Background: an optimization exercise with open tools, aiming at small area. Do not read the settings as production practice. The RTL of this run was laid out without a check of its function. Power figures rest on the tool's default switching activity, not on a simulated workload.

## flow/run.sh

```bash
#!/bin/bash
# synth_recipe.tcl (not shown) runs the flow's synth.tcl, then flattens the netlist and writes it again
# the make line also repeats each setting of config.mk as NAME=value (left out here)
make -C /OpenROAD-flow-scripts/flow DESIGN_CONFIG=/design/flow/config.mk WORK_HOME=/design/flow/orfs CLKGATE_MAP_FILE= SYNTH_SCRIPT=/design/flow/synth_recipe.tcl finish
```

## flow/config.mk

```make
export PLATFORM = sky130hd
export DESIGN_NAME = Clock
export DESIGN_NICKNAME = Clock
export VERILOG_FILES = /design/flow/design.v
export SDC_FILE = /design/flow/constraint.sdc
export NUM_CORES = 4
export LEC_CHECK = 0
export CAP_MARGIN = 20
export CORE_MARGIN = 2
export CORE_UTILIZATION = 40
export SLEW_MARGIN = 20
```

## flow/constraint.sdc

```tcl
create_clock -name core_clock -period 10.0 [get_ports {clk}]
set_input_delay 2.0000 -clock core_clock [delete_from_list [all_inputs] [get_ports {clk}]]
set_output_delay 2.0000 -clock core_clock [all_outputs]
set_load 0.01 [all_outputs]
```

## flow/design.v

```verilog
module bin_to_bcd (
    input  [5:0] bin,    
    output reg [3:0] bcd1,  
    output reg [3:0] bcd2   
);
    integer i;
    reg [7:0] temp;  
    always @(*) begin
        temp = {2'b00, bin};  
        bcd1 = 4'd0;
        bcd2 = 4'd0;
        for (i = 5; i >= 0; i = i - 1) begin
            if (bcd1 >= 5)
                bcd1 = bcd1 + 3;
            if (bcd2 >= 5)
                bcd2 = bcd2 + 3;
            {bcd2, bcd1, temp} = {bcd2, bcd1, temp} << 1;
        end
    end
endmodule
module Decoder (
    input wire [3:0] hex,
    output reg [6:0] seg
);
    always @(*) begin
        case (hex)
            4'h0: seg = 7'b0111111;
            4'h1: seg = 7'b0000110;
            4'h2: seg = 7'b1011011;
            4'h3: seg = 7'b1001111;
            4'h4: seg = 7'b1100110;
            4'h5: seg = 7'b1101101;
            4'h6: seg = 7'b1111101;
            4'h7: seg = 7'b0000111;
            4'h8: seg = 7'b1111111;
            4'h9: seg = 7'b1101111;
            4'hA: seg = 7'b1110111;
            4'hB: seg = 7'b1111100;
            4'hC: seg = 7'b0111001;
            4'hD: seg = 7'b1011110;
            4'hE: seg = 7'b1111001;
            4'hF: seg = 7'b1110001;
            default: seg = 7'b0000000;
        endcase
    end
endmodule
module seg_multiplexer (
    input wire clk,
    input wire blank,
    input wire [5:0] second_counter,
    input wire [5:0] minute_counter,
    input wire [5:0] hour_counter,
    output wire tick,
    output wire CA,
    output wire CB,
    output wire CC,
    output wire CD,
    output wire CE,
    output wire CF,
    output wire CG,
    output wire DP,
    output wire [7:0] AN
);
reg [9:0] dwell;
reg [2:0] state;
reg [3:0] round;
reg [3:0] digit;
wire dwell_end = (dwell == 10'd992);
reg [2:0] state_next;
always @(*) begin
    if (blank)
        state_next = 3'd0;
    else if (dwell_end)
        state_next = (state == 3'd5) ? 3'd0 : state + 1'b1;
    else
        state_next = state;
end
assign tick = dwell_end && (round == 4'd10) && (state == 3'd2 || state == 3'd5);
reg [5:0] field;
always @(*) begin
    case (state_next[2:1])
        2'd0:    field = second_counter;
        2'd1:    field = minute_counter;
        default: field = hour_counter;
    endcase
end
wire [3:0] units, tens;
bin_to_bcd U1(
    .bin(field),
    .bcd1(units),
    .bcd2(tens)
);
always @(posedge clk) begin
    state <= state_next;
    digit <= state_next[0] ? tens : units;
    if (blank) begin
        dwell <= 10'd0;
        round <= 4'd0;
    end else if (dwell_end) begin
        dwell <= 10'd0;
        round <= (round == 4'd10) ? 4'd0 : round + 1'b1;
    end else begin
        dwell <= dwell + 1'b1;
    end
end
wire [6:0] seg;
Decoder U4(
    .hex(digit),
    .seg(seg)
);
assign {CG, CF, CE, CD, CC, CB, CA} = blank ? 7'b1111111 : ~seg;
assign DP = !(!blank && state == 3'd4);
assign AN = blank ? 8'hFF : ~(8'd1 << state);
endmodule
module debounce (
    input  wire clk,
    input  wire blank,
    input  wire btn,
    output reg  pressed
);
    reg btn_reg, btn_dly;
    reg [14:0] count;    
    always @(posedge clk) begin
        btn_reg <= btn;
        btn_dly <= btn_reg;
        if (blank) begin
            count   <= 15'd0;
            pressed <= 1'b0;
        end else begin
            if (!btn_dly)
                count <= 15'd0;
            else if (!count[14])
                count <= count + 1'b1;
            pressed <= count[14];
        end
    end
endmodule
module Clock #(
    parameter CLK_FREQ = 32_768
) (
    input wire clk,
    input wire rst_n,
    input wire BTNU,  
    input wire BTND,  
    input wire BTNC,  
    output wire CA,
    output wire CB,
    output wire CC,
    output wire CD,
    output wire CE,
    output wire CF,
    output wire CG,
    output wire DP,
    output wire [7:0] AN
);
reg blank;
always @(posedge clk) begin
    blank <= !rst_n;
end
wire btnu_pressed, btnd_pressed, btnc_pressed;
debounce DU (.clk(clk), .blank(blank), .btn(BTNU), .pressed(btnu_pressed));
debounce DD (.clk(clk), .blank(blank), .btn(BTND), .pressed(btnd_pressed));
debounce DC (.clk(clk), .blank(blank), .btn(BTNC), .pressed(btnc_pressed));
reg [1:0] increment_mode;
always @(posedge clk) begin
    if (blank) begin
        increment_mode <= 2'd0;
    end else begin
        if (btnc_pressed)
            increment_mode <= increment_mode + 1'b1;
        if (increment_mode[1])
            increment_mode <= 2'd0;
    end
end
reg [5:0] second_counter;
reg [5:0] minute_counter;
reg [5:0] hour_counter;
wire tick;
always @(posedge clk) begin
    if (blank) begin
        second_counter <= 6'b0;
        minute_counter <= 6'b0;
        hour_counter <= 6'b0;
    end else begin
        if (btnu_pressed) begin
            case (increment_mode)
                2'd0: second_counter <= second_counter + 1'b1;
                2'd1: minute_counter <= minute_counter + 1'b1;
                2'd2: hour_counter <= hour_counter + 1'b1;
                default: ;
            endcase
        end else if (btnd_pressed) begin
            case (increment_mode)
                2'd0: second_counter <= second_counter - 1'b1;
                2'd1: minute_counter <= minute_counter - 1'b1;
                2'd2: hour_counter <= hour_counter - 1'b1;
                default: ;
            endcase
        end
        if (tick)
            second_counter <= second_counter + 1'b1;
        if (second_counter == 6'd59) begin
            second_counter <= 6'b0;
            minute_counter <= minute_counter + 1'b1;
        end
        if (minute_counter == 6'd59) begin
            minute_counter <= 6'b0;
            hour_counter <= hour_counter + 1'b1;
        end
        if (hour_counter >= 6'd23)
            hour_counter <= 6'b0;
    end
end
seg_multiplexer U10(
    .clk(clk),
    .blank(blank),
    .second_counter(second_counter),
    .minute_counter(minute_counter),
    .hour_counter(hour_counter),
    .tick(tick),
    .CA(CA),
    .CB(CB),
    .CC(CC),
    .CD(CD),
    .CE(CE),
    .CF(CF),
    .CG(CG),
    .DP(DP),
    .AN(AN)
);
endmodule
```

==> run summary <==
synthesized netlist by cell type (5+ instances only):
master,n
nor2b_1,18
nor2_1,80
xnor2_1,25
nand2_1,39
a21oi_1,23
ha_1,26
nor4b_1,5
or3_1,16
nand3_1,19
clkbuf_1,17
nand4_1,6
nand2b_1,16
o21ai_0,27
mux2i_1,15
inv_1,28
dfxtp_1,99
xor2_1,29
and3_1,14
nor3_1,14
per-layer routing:
metal	share of wire	track usage
met5	0	0
met4	0.014	0.0579
met3	0.040	0.0549
met2	0.46	0.255
met1	0.48	0.196
area by class of cell:
type | instances | area, um2
clock inverter | 6 | 81.3
tap | 168 | 210
multi-input combinational | 433 | 2840
fill | 1213 | 6440
timing repair buffer | 22 | 215
inverter | 28 | 105
clock buffer | 10 | 239
sequential | 99 | 1980
cells by family (layout without fill, tap and decap cells):
family | count (synthesis) | in the layout | share of synthesized area
AND/OR/NAND/NOR | 251 | 251 | 0.256
adder cells (fa/ha/maj) | 26 | 26 | 0.0650
flip-flops | 99 | 99 | 0.396
XOR/XNOR | 54 | 54 | 0.0945
buffers and inverters | 48 | 66 | 0.0377
multiplexers | 19 | 19 | 0.0412
AO/OA/AOI/OAI | 83 | 83 | 0.110
worst max path at each step:
stage                       to  depth (start not counted)    startpoint
floorplan           U10.seg[4]                         19  U10.dwell[0]
global placement    U10.seg[4]                         17         blank
detailed placement  U10.seg[4]                         16         blank
CTS                      AN[1]                          4         blank
global route        U10.seg[4]                         15  U10.state[0]
finish                   AN[1]                          3  U10.state[0]
power breakdown:
group	internal [mW]	switching, mW	leakage (nW)	total (mW)
Combinational	0.00880	0.0113	1.14	0.0201
Sequential	0.398	0.00264	0.802	0.400
Clock	0.206	0.162	0.156	0.368
==> summary.md <==
| Metric | Value |
|---|---|
| Status | `finished clean` |
| PD cells | `139 nW/um2` |
| Hold path endpoint | `DU.btn_dly` |
| Cell type group with the largest total delay on the critical path | `simple AND/OR/NAND/NOR gates` |
| Number of synthesized flops with an enable pin | `0` |
| Unrepaired setup endpoints after global routing | `no` |
| Final antenna diode count | `0` |
| Largest fanout of any net on the critical path | `12` |
| Cell count after synthesis | `580` |
| Number of buffers on the longest clock path | `2` |
| Post-CTS setup buffer count | `0` |
| Post-layout worst setup margin | `roughly 5.7 ns` |
| Mean Syn Cell Area | `8.63 um2` |
| Final period demand of the worst path | `around 4.3 ns` |
| Design area | `roughly 5700 um2` |
| Total Routed Length | `9560 um` |
| Number of iterations in the first detailed-routing pass | `4` |
| Number of cell instances on the worst register-to-register path | `15` |
| Number of non-filler instances in the completed layout | `766` |
| Crit path launch type | `flip-flop` |
| Fmax | `~0.23 GHz` |
| Count of port buffers added during placement | `20` |
| Number of hold-slack violations in the final timing report | `0` |
| Final setup TNS | `0 ns` |
| Synth warn | `5` |
| Pins over their slew limit | `0` |
| Cells resized by post-CTS repair | `0` |
| Inst Count DP | `750` |
| Crit path required time | `approximately 8 ns` |
| Overall overflow remaining after global route | `0` |
| Leading area contributor after synthesis | `dfxtp_1` |
| Startpoint of the most critical register-to-register path | `U10.state[0]` |
| Post-synthesis to final-layout area growth | `13.3%` |
| Placeable Area | `between 10000 and 15000 um2` |
| Number of violations reported at the end of detailed-routing iteration 0 | `around 160` |
| Routed Antenna Nets | `0` |
| Vias per Instance | `4.98` |
| Die width | `116 um` |
| Longest individual stage delay on the worst path | `between 0.7 and 0.8 ns` |
| Global-route wire length before repair | `around 17000 um` |
| Type of the worst min-delay path | `flip-flop to flip-flop` |
| Peak supply drop | `between 0.1 and 0.15 mV` |
| Transition time at the pin with the least slew margin | `0.841 ns` |
| Capture point of the worst reg-to-reg path | `U10.seg[4]` |
| Hold Slack | `approximately 0.33 ns` |
| Number of placed I/O pins | `21` |
| Final period utilization | `0.431` |
| Beginning of the worst hold path | `DU.btn_reg` |
| Leak Pwr | `around 2.1 nW` |
| H-tree depth | `3` |
| Total global routing track utilization | `0.158` |
| Biggest area contributors in the synthesized netlist | `dfxtp_1 (40%), ha_1 (6.5%), nor2_1 (6.0%)` |
| Std-Cell Rows | `40` |
| Power, Total | `788 uW` |
| Worst Hold Depth | `0` |
| Global placement routability congestion | `0.845` |
| Synthesized net count | `611` |
| TritonCTS clock tree | `yes` |
| Top library cells by usage in the layout, fill and taps aside | `dfxtp_1 (99), nor2_1 (80), nand2_1 (39)` |
| Largest net degree at the start of global routing | `35` |
| Placed wire-length estimate after detailed placement | `between 6000 and 7000 um` |
| Crit Path Category | `flip-flop to primary output` |
| Async S/R FF share, synth | `0` |
| Share of cells above drive strength 1 | `0.0585` |
| Register bit total from synthesis | `99` |
| Register-to-Register Setup Slack | `about 5.8 ns` |
| Synth top area share | `0.396` |
| Final count of negative-setup-slack endpoints | `0` |
| Post-Synthesis Cell Area | `between 5000 and 6000 um2` |
| Clock sinks | `99` |
| Final cell utilization of the core | `0.468` |
| List of cells traversed by the critical path | `nor4b_1, inv_1, clkdlybuf4s50_1` |
| Relative slew slack | `0.431` |
| Worst Setup End Kind | `primary output` |
| Source-to-sink clock delay at the later pin of the worst-skew pair | `0.35 ns` |
| Max stage delay cell, worst path | `nor4b_1` |
| Worst endpoint data arrival time | `between 2 and 2.5 ns` |
| Share of the yosys chip area belonging to registers | `0.396` |
| Prevailing post-synth register cell | `dfxtp_1` |
| Largest registers | `DC.count: 15 flops, DD.count: 15 flops, DU.count: 15 flops` |
| Number of global-route vias before repair | `approximately 3900` |
| DR vias | `3817` |
| Post-layout nets | `624` |
| Dpl cell area | `5350 um2` |
| Total of hold buffers inserted after clock tree synthesis | `0` |
| Pre-CTS setup slack | `between 5 and 6 ns` |
| CTS Root Cell | `clkbuf_16` |
| CTS Buf Count | `9` |
| CP Buf/Inv Count | `2` |
| Die H | `between 100 and 150 um` |
| Area of the die | `between 10000 and 15000 um2` |
| Residual DRC | `0` |
| Initial core utilization | `0.413` |
| Leading cell type in the layout, fill and taps excluded | `dfxtp_1` |
| # Max-Cap Violations | `0` |
| Antenna violations before repair | `0` |
| Final setup skew | `a little over 0.006 ns` |
| Per-cell routed wire length | `between 10 and 15 um` |
| Register clock-pin slew on the reported worst setup and hold paths | `~0.07 ns` |
| Unique cell type count in the Yosys netlist | `57` |

-- static timing again, ports no longer ideal --
The flow's constraints put no driver on any port. The routed layout listed below was extracted and timed again, unchanged, in two steps. Step 1 assumes that a clkbuf_16 drives the clock port and a buf_2 every other input. Step 2 moves the port delays by t, midway between the first and last clock arrival at a register: inputs arrive t later, outputs are due t later. That takes back most of the time a late clock gives input paths. Three values: ideal, step 1, step 2; two values: the first two.
t, ns: 0.388
setup WS [ns]: 5.685 / 5.649 / 5.780
pins driven straight from the clock port: 1
After both steps this run still meets setup and hold. The setup slack of this run moves by -0.036 ns with the drivers and by +0.095 ns with both steps.
